Source: an optimization exercise on an open RTL-to-GDS flow (aim: small area, a short achievable clock period and few clock cycles per item). Production flows keep margins and buffers that such runs may drop.

==> flow/design.v (excerpt) <==
module reciprocal_float(
    input clk, rst,
    input start,
    input [31:0] x,
    output [31:0] out,
    output done, zero_flag
);
==> flow/config.mk <==
export PLATFORM = sky130hd
export DESIGN_NAME = reciprocal_float
export DESIGN_NICKNAME = reciprocal_float
export VERILOG_FILES = /design/flow/design.v
export SDC_FILE = /design/flow/constraint.sdc
export NUM_CORES = 4
export LEC_CHECK = 0
export CAP_MARGIN = 20
export CORE_MARGIN = 2
export CORE_UTILIZATION = 40
export SLEW_MARGIN = 20
==> flow/constraint.sdc <==
create_clock -name core_clock -period 11.0 [get_ports {clk}]
set_input_delay 2.2000 -clock core_clock [delete_from_list [all_inputs] [get_ports {clk}]]
set_output_delay 2.2000 -clock core_clock [all_outputs]
set_load 0.01 [all_outputs]
standard.sh (not shown) runs the stock make flow with config.mk's settings and CLKGATE_MAP_FILE= SYNTH_SCRIPT=/design/flow/synth_recipe.tcl, a recipe that flattens the netlist after the stock synthesis.
==> flow/flow/run.sh <==
#!/bin/bash
# The standard layout (standard.sh, unchanged synthesis), with repair_timing
# aiming below the clock period and, where set, smaller port buffers.
set -euo pipefail
bash standard.sh SETUP_SLACK_MARGIN=6.0 finish > standard_flow.log 2>&1
Next try:
--- a/flow/flow/run.sh
+++ b/flow/flow/run.sh
@@ -5 +5 @@
-bash standard.sh SETUP_SLACK_MARGIN=6.0 finish > standard_flow.log 2>&1
+bash standard.sh SETUP_SLACK_MARGIN=6.5 'BUFFER_PORTS_ARGS=-buffer_cell sky130_fd_sc_hd__buf_1' finish > standard_flow.log 2>&1
What happened: Sequential cell count is unchanged. Wire length decreases by a little under a tenth. Global-route usage falls by 0.61 points. Non-clock buffer count drops by 13. Die area does not change. Core utilization falls by 4.7 points. Final cell count drops slightly.
Next try:
==> flow/run.sh (new file) <==
#!/bin/bash
# synth_recipe.tcl (not shown) runs the flow's synth.tcl, then flattens the netlist and writes it again
# the make line also repeats each setting of config.mk as NAME=value (left out here)
make -C /OpenROAD-flow-scripts/flow DESIGN_CONFIG=/design/flow/config.mk WORK_HOME=/design/flow/orfs CLKGATE_MAP_FILE= SYNTH_SCRIPT=/design/flow/synth_recipe.tcl finish
removed: flow/flow/run.sh
removed: flow/standard.sh
After rerunning: Core utilization is lower by 1.6 points. Clock skew is about the same. Clock-buffer cell count is lower by 2.
Next try:
SETUP_SLACK_MARGIN = 5   (was not set)
What happened:
- clock skew hardly moves
- core utilization is higher by 0.12 points
- critical path depth is unchanged
- worst hold slack stays flat
- setup slack gains 250 ps
- die area is unchanged
- synthesized cell count does not change
- design area is about the same
No functional check of the RTL was part of any run of this note.

---

Setup of build 46:
Another version of the RTL of reciprocal_float (not shown whole).
Size: about 770 cells after synthesis, about 91 flip-flops, ~69 I/O pins.
==> flow/config.mk <==
export PLATFORM = sky130hd
export DESIGN_NAME = reciprocal_float
export DESIGN_NICKNAME = reciprocal_float
export VERILOG_FILES = /design/flow/design.v
export SDC_FILE = /design/flow/constraint.sdc
export NUM_CORES = 4
export LEC_CHECK = 0
export CAP_MARGIN = 20
export CORE_MARGIN = 2
export CORE_UTILIZATION = 40
export SLEW_MARGIN = 20
==> flow/constraint.sdc <==
create_clock -name core_clock -period 11.0 [get_ports {clk}]
set_input_delay 2.2000 -clock core_clock [delete_from_list [all_inputs] [get_ports {clk}]]
set_output_delay 2.2000 -clock core_clock [all_outputs]
set_load 0.01 [all_outputs]
==> flow/flow/run.sh <==
#!/bin/bash
# The standard layout (standard.sh, unchanged synthesis), with repair_timing
# aiming below the clock period and, where set, smaller port buffers.
set -euo pipefail
bash standard.sh SETUP_SLACK_MARGIN=7 finish > standard_flow.log 2>&1
Build 46: flow completed, timing, DRC and antenna clean
Inputs modified between build 46 and build 60:
==> flow/run.sh (new file) <==
#!/bin/bash
# synth_recipe.tcl (not shown) runs the flow's synth.tcl, then flattens the netlist and writes it again
# the make line also repeats each setting of config.mk as NAME=value (left out here)
make -C /OpenROAD-flow-scripts/flow DESIGN_CONFIG=/design/flow/config.mk WORK_HOME=/design/flow/orfs CLKGATE_MAP_FILE= SYNTH_SCRIPT=/design/flow/synth_recipe.tcl finish
removed: flow/flow/run.sh
removed: flow/standard.sh
[summary]
- No stage failed in build 60, and the final checks on the layout all came back clean.
- Build 60 vs. build 46: number of stages on the worst setup path roughly the same.
- Changes observed in build 60 relative to build 46: layout overhead on the synthesized area fell 15 points, wire length of the first global-routing pass -about 6%, final cell count now sits lower, well tap count saw little to no change, post-detailed-route DRC marker count flat.
Modified inputs, build 27 compared to build 60
==> flow/flow/run.sh (new file) <==
#!/bin/bash
# The standard layout (standard.sh, unchanged synthesis), with repair_timing
# aiming below the clock period and, where set, smaller port buffers.
set -euo pipefail
bash standard.sh SETUP_SLACK_MARGIN=7 'BUFFER_PORTS_ARGS=-buffer_cell sky130_fd_sc_hd__buf_1' finish > standard_flow.log 2>&1
==> flow/standard.sh (new file) <==
#!/bin/bash
# synth_recipe.tcl (not shown) runs the flow's synth.tcl, then flattens the netlist and writes it again
# the make line also repeats each setting of config.mk as NAME=value (left out here)
make -C /OpenROAD-flow-scripts/flow DESIGN_CONFIG=/design/flow/config.mk WORK_HOME=/design/flow/orfs CLKGATE_MAP_FILE= SYNTH_SCRIPT=/design/flow/synth_recipe.tcl "${@:-finish}"
removed: flow/run.sh
Notes after the runs:
- Compared to build 60, build 27 has routed length on met2 16% higher.
- Relative to build 60, the layout-stage area growth over the synthesis result of build 27 is higher by 15 points.
- Comparing total via count after detailed routing for build 27 and build 60, the smaller number came from build 60.
- Compared with build 60, build 27 degrades clock skew.
--- input diff build 27..build 89 ---
- putting SETUP_SLACK_MARGIN at 5 where nothing was set
==> flow/run.sh (new file) <==
#!/bin/bash
# synth_recipe.tcl (not shown) runs the flow's synth.tcl, then flattens the netlist and writes it again
# the make line also repeats each setting of config.mk as NAME=value (left out here)
make -C /OpenROAD-flow-scripts/flow DESIGN_CONFIG=/design/flow/config.mk WORK_HOME=/design/flow/orfs CLKGATE_MAP_FILE= SYNTH_SCRIPT=/design/flow/synth_recipe.tcl finish
removed: flow/flow/run.sh
removed: flow/standard.sh
Results
Re final number of max-transition violations: no difference whatsoever between build 89 and build 27. Number of cells on the worst reg-to-reg path down 1 in build 89 wrt build 27. Sort build 89 and build 27 by final core utilization desc -> top: build 27. Cell area | build 89 vs build 27 | build 89 smaller. Changes observed in build 89 relative to build 27: final wirelength dropped 12%; post-route fraction of the period consumed by the critical path now larger; final critical delay including setup and external delays shows an increase of 680 ps.
No run of this note included a check of the RTL's function; only the layout flow was run.

-- re-timing with driven ports --
The results above use ideal ports. As a check the final layouts listed here were re-extracted and re-timed, cells and wires unchanged. Step 1, drivers: a clkbuf_16 drives clk and a buf_2 each remaining input, both assumed. Step 2 also shifts input and output timing later by t, the mid clock arrival at the registers, as if the neighbouring blocks saw the same clock. Three values: ideal ports, drivers, drivers and shift; two values: the first two.
run | t (ns) | setup slack, ns | latest minus earliest clock arrival (ns) | worst data-port slew with drivers (ns) | pins driven straight from the clock port
the first run of note 1 | 0.388 | 6.054 / 6.054 / 5.756 | 0.010 / 0.010 | 0.05 | 1
the second run of note 1 | 0.386 | 6.207 / 6.207 / 5.986 | 0.008 / 0.008 | 0.06 | 1
the third run of note 1 | 0.386 | 5.221 / 5.221 / 5.221 | 0.006 / 0.006 | 0.05 | 1
the fourth run of note 1 | 0.387 | 5.471 / 5.471 / 5.368 | 0.007 / 0.007 | 0.05 | 1
build 46 | 0.396 | 6.129 / 6.129 / 6.129 | 0.012 / 0.012 | 0.04 | 1
build 60 | 0.383 | 5.324 / 5.324 / 5.324 | 0.005 / 0.005 | 0.04 | 1
build 27 | 0.395 | 6.257 / 6.257 / 6.257 | 0.010 / 0.010 | 0.04 | 1
build 89 | 0.383 | 5.578 / 5.578 / 5.578 | 0.005 / 0.005 | 0.04 | 1
After both steps every run listed still meets setup and hold. For the first run of note 1, which loses most, drivers alone change the setup slack by 0.000 ns; drivers and shift together by -0.298 ns.
